This design comes from an exercise in tuning for small area, a short achievable clock period and few clock cycles on the open sky130 flow, not from production work.
Only simulation tests tie the RTL to the original design; equivalence was not proved.
Power figures rest on the tool's default switching activity, not on a simulated workload.

==> trial 18: inputs <==
Design postfix, start of the top module:
module postfix(input clk,
               input rst,
               input [7:0] infix,
               input infix_valid,
               output infix_ready,
               output reg [7:0] result,
               output reg done);
Settings: LEC_CHECK=0, ABC_AREA=1, CAP_MARGIN=20, CORE_MARGIN=2, CORE_UTILIZATION=60, PLACE_DENSITY=0.75, SLEW_MARGIN=20; clock period 17.0 ns.
standard.sh (not shown) runs the stock make flow with config.mk's settings and CLKGATE_MAP_FILE= SYNTH_SCRIPT=/design/flow/synth_recipe.tcl, a recipe that flattens the netlist after the stock synthesis.
==> flow/flow/run.sh <==
#!/bin/bash
# Standard layout, with timing repair aimed well below the clock period:
# the SDC and its period stay as given, only repair_timing's setup margin
# is raised so that it keeps improving paths that already meet 17 ns.
set -euo pipefail
MARGIN=${MARGIN:-13.0}
bash standard.sh synth > synth.log 2>&1
bash standard.sh SETUP_SLACK_MARGIN=$MARGIN finish > layout.log 2>&1
==> build 28: changes against trial 18 <==
--- a/flow/design.v
+++ b/flow/design.v
@@ -59,19 +59,19 @@
 wire c_add = ~q0[4] & (q0[3:0] == 4'hB);
 wire c_sub = ~q0[4] & (q0[3:0] == 4'hD);
 reg [7:0] S, T;
 reg [1:0] aop;    
 reg [1:0] mop;    
-reg [8*NV-1:0] vst;
-reg [3*NO-1:0] ost;
-reg [NB-1:0]   bst;
+reg [7:0]    vst [0:NV-1];
+reg [2:0]    ost [0:NO-1];
+reg [NB-1:0] bst;
 reg          pend_s;    
-wire [7:0] V0 = vst[7:0];
+wire [7:0] V0 = vst[0];
 function [2:0] openc(input [1:0] a, input [1:0] m);
   openc = (a == 2'd0) ? {m[1], 2'b11} : {a[1], m};
 endfunction
-wire [2:0] o0 = ost[2:0];
+wire [2:0] o0 = ost[0];
 wire [1:0] ap = (o0[1:0] == 2'b11) ? 2'd0 : {o0[2], ~o0[2]};
 wire [1:0] mp = (o0[1:0] == 2'b11) ? {o0[2], ~o0[2]} : o0[1:0];
 wire       triv = bst[0];
 wire [10:0] sum  = fadd({2'b0, S}, {2'b0, (aop == 2'd2) ? ~T : T}, aop == 2'd2);
 wire [7:0] inner = (aop == 2'd0) ? T : sum[7:0];
@@ -211,19 +211,18 @@
     8'hfe: mod4 = 4'd1;
     8'hff: mod4 = 4'd0;
     default: mod4 = x;
   endcase
 endfunction
-wire [7:0] dvd = (ap != 2'd0) ? vst[15:8] : vst[7:0];    
+wire [7:0] dvd = (ap != 2'd0) ? vst[1] : vst[0];    
 wire       thi = (T[7:4] != 4'd0);
 wire       tps = (dvd[7:4] == 4'd0);
 wire [3:0] mx  = tps ? dvd[3:0] : dvd[7:4];
 wire [3:0] m4  = c_dig ? mod4(thi ? T[7:4] : T[3:0], c_d) : mod4(mx, inner[3:0]);
 wire [3:0] r4  = (inner[7:4] != 4'd0) ? mx : m4;
-reg  [3:0] DN;
-wire [3:0] dd = DN;
-wire [7:0] dv = T;
+wire [3:0] dd = (ph == 2'd3) ? T[3:0] : V0[3:0];
+wire [7:0] dv = (ph == 2'd3) ? {4'd0, c_d} : T;
 reg [7:0] rnext;
 always @(*) begin
   if (dcnt == 2'd0) rnext = dstep(dstep(R, dd[3], dv), dd[2], dv);
   else              rnext = dstep(dstep(R, dd[1], dv), dd[0], dv);
 end
@@ -243,27 +242,26 @@
 wire v_push  = o_push | pend_s;
 wire [7:0] v_in = (pend_s || mop == 2'd0) ? S : T;
 wire v_pop   = go & c_rp & ~triv & (ph == 2'd0) & (ap != 2'd0) |
                take & c_rp & ~triv & (mp != 2'd0) & ~(pfast & (ap != 2'd0)) |
                pend_p;
-wire v_pop1 = v_pop & ~v_push;
-wire v_hold = ~v_push & ~v_pop;
-wire o_pop1 = o_pop & ~o_push;
-wire o_hold = ~o_push & ~o_pop;
-wire b_push = lp_go;
-wire b_pop  = take & c_rp & ~b_push;
-wire b_hold = ~b_push & ~(take & c_rp);
+integer n;
 always @(posedge clk) begin
-  vst <= {8*NV{v_push}} & {vst[8*NV-9:0], v_in} |
-         {8*NV{v_pop1}} & {8'd0, vst[8*NV-1:8]} |
-         {8*NV{v_hold}} & vst;
-  ost <= {3*NO{o_push}} & {ost[3*NO-4:0], openc(aop, mop)} |
-         {3*NO{o_pop1}} & {3'd0, ost[3*NO-1:3]} |
-         {3*NO{o_hold}} & ost;
-  bst <= {NB{b_push}} & {bst[NB-2:0], empty} |
-         {NB{b_pop}} & {1'b0, bst[NB-1:1]} |
-         {NB{b_hold}} & bst;
+  if (v_push) begin
+    vst[0] <= v_in;
+    for (n = 1; n < NV; n = n + 1) vst[n] <= vst[n-1];
+  end else if (v_pop) begin
+    for (n = 0; n < NV-1; n = n + 1) vst[n] <= vst[n+1];
+  end
+  if (o_push) begin
+    ost[0] <= openc(aop, mop);
+    for (n = 1; n < NO; n = n + 1) ost[n] <= ost[n-1];
+  end else if (o_pop) begin
+    for (n = 0; n < NO-1; n = n + 1) ost[n] <= ost[n+1];
+  end
+  if (lp_go) bst <= {bst[NB-2:0], empty};
+  else if (take & c_rp) bst <= {1'b0, bst[NB-1:1]};
 end
 always @(posedge clk) begin
   if (rst) begin
     aop <= 2'd0;
     mop <= 2'd0;
@@ -277,11 +275,11 @@
     done <= go & (ph == 2'd0) & c_eq;
     if (ph != 2'd0) begin
       if (c_v & finish) ph <= 2'd0;
     end else if (go) begin
       if (c_dig) begin
-        if (dslow) ph <= 2'd2;
+        if (dslow) ph <= 2'd3;
         mop <= 2'd0;
       end
       if (c_mul) mop <= 2'd1;
       if (c_mod) mop <= 2'd2;
       if (c_add | c_sub) aop <= c_add ? 2'd1 : 2'd2;
@@ -308,31 +306,28 @@
     end
   end else if (ph[1]) begin
     if (c_v) begin
       R <= rnext;
       dcnt <= dcnt + 2'd1;
-      if (dcnt == 2'd1) T <= (T == 8'd0) ? V0 : rnext;
+      if (dcnt == 2'd1) T <= (ph == 2'd2 && T == 8'd0) ? V0 : rnext;
     end
   end else if (go) begin
     if (c_dig) begin
       if (mop == 2'd1) T <= prod;
       else if (mop == 2'd0) T <= {4'd0, c_d};
       else if (dslow) begin
         R <= {4'd0, m4};
-        DN <= T[3:0];
-        T <= {4'd0, c_d};
         dcnt <= 2'd0;
       end else if (c_d != 4'd0) T <= {4'd0, m4};
     end
     if (c_add | c_sub) S <= inner;
     if (c_rp) begin
       T <= pfast ? {4'd0, r4} : inner;
       if (~triv && ap != 2'd0) S <= V0;
       if (slow) begin
         dcnt <= 2'd0;
         R <= {4'd0, r4};
-        DN <= dvd[3:0];
       end
     end
   end
 end
 endmodule
==> comparison <==
Build 28 produced a clean layout. Trial 18 finished clean.
Against build 28, the final area of trial 18 is smaller by about 6.5%.
Against build 28, the sequential share of layout area of trial 18 is lower by 7.3 points.
Of build 28 and trial 18, trial 18 has the higher clock power (gap about 9%, measured against trial 18).
In trial 18 the area after synthesis is smaller than in build 28, by 4.3%.
Against build 28, the fmax of trial 18 is higher by about 8%.
In trial 18 the worst setup slack is better than in build 28, by 0.36 ns.
Between build 28 and trial 18, the lower register-to-register slack is in build 28 (gap 0.36 ns).
Testbench counts of trial 18, summed over its fixed seeds: cycles 8,939.
Testbench counts of build 28, summed over its fixed seeds: cycles 8,939.

-- port drivers added, routing unchanged --
How much do the figures lean on ideal ports? The routed layouts below were timed once more, with nothing changed but the port constraints. Step 1, drivers: a clkbuf_16 drives clk and a buf_2 each remaining input, both assumed. Step 2 also shifts input and output timing later by t, the mid clock arrival at the registers, as if the neighbouring blocks saw the same clock. a / b / c = ideal ports / drivers / drivers and shift; a / b = the first two.
run	t (ns)	setup WS [ns]	hold WS [ns]	worst register clock-pin slew, ns
trial 18	0.593	12.615 / 12.564 / 12.617	0.452 / 0.452 / 0.452	0.07 / 0.07
build 28	0.584	12.255 / 12.255 / 12.255	0.458 / 0.458 / 0.458	0.07 / 0.07
After both steps every run listed still meets setup and hold.
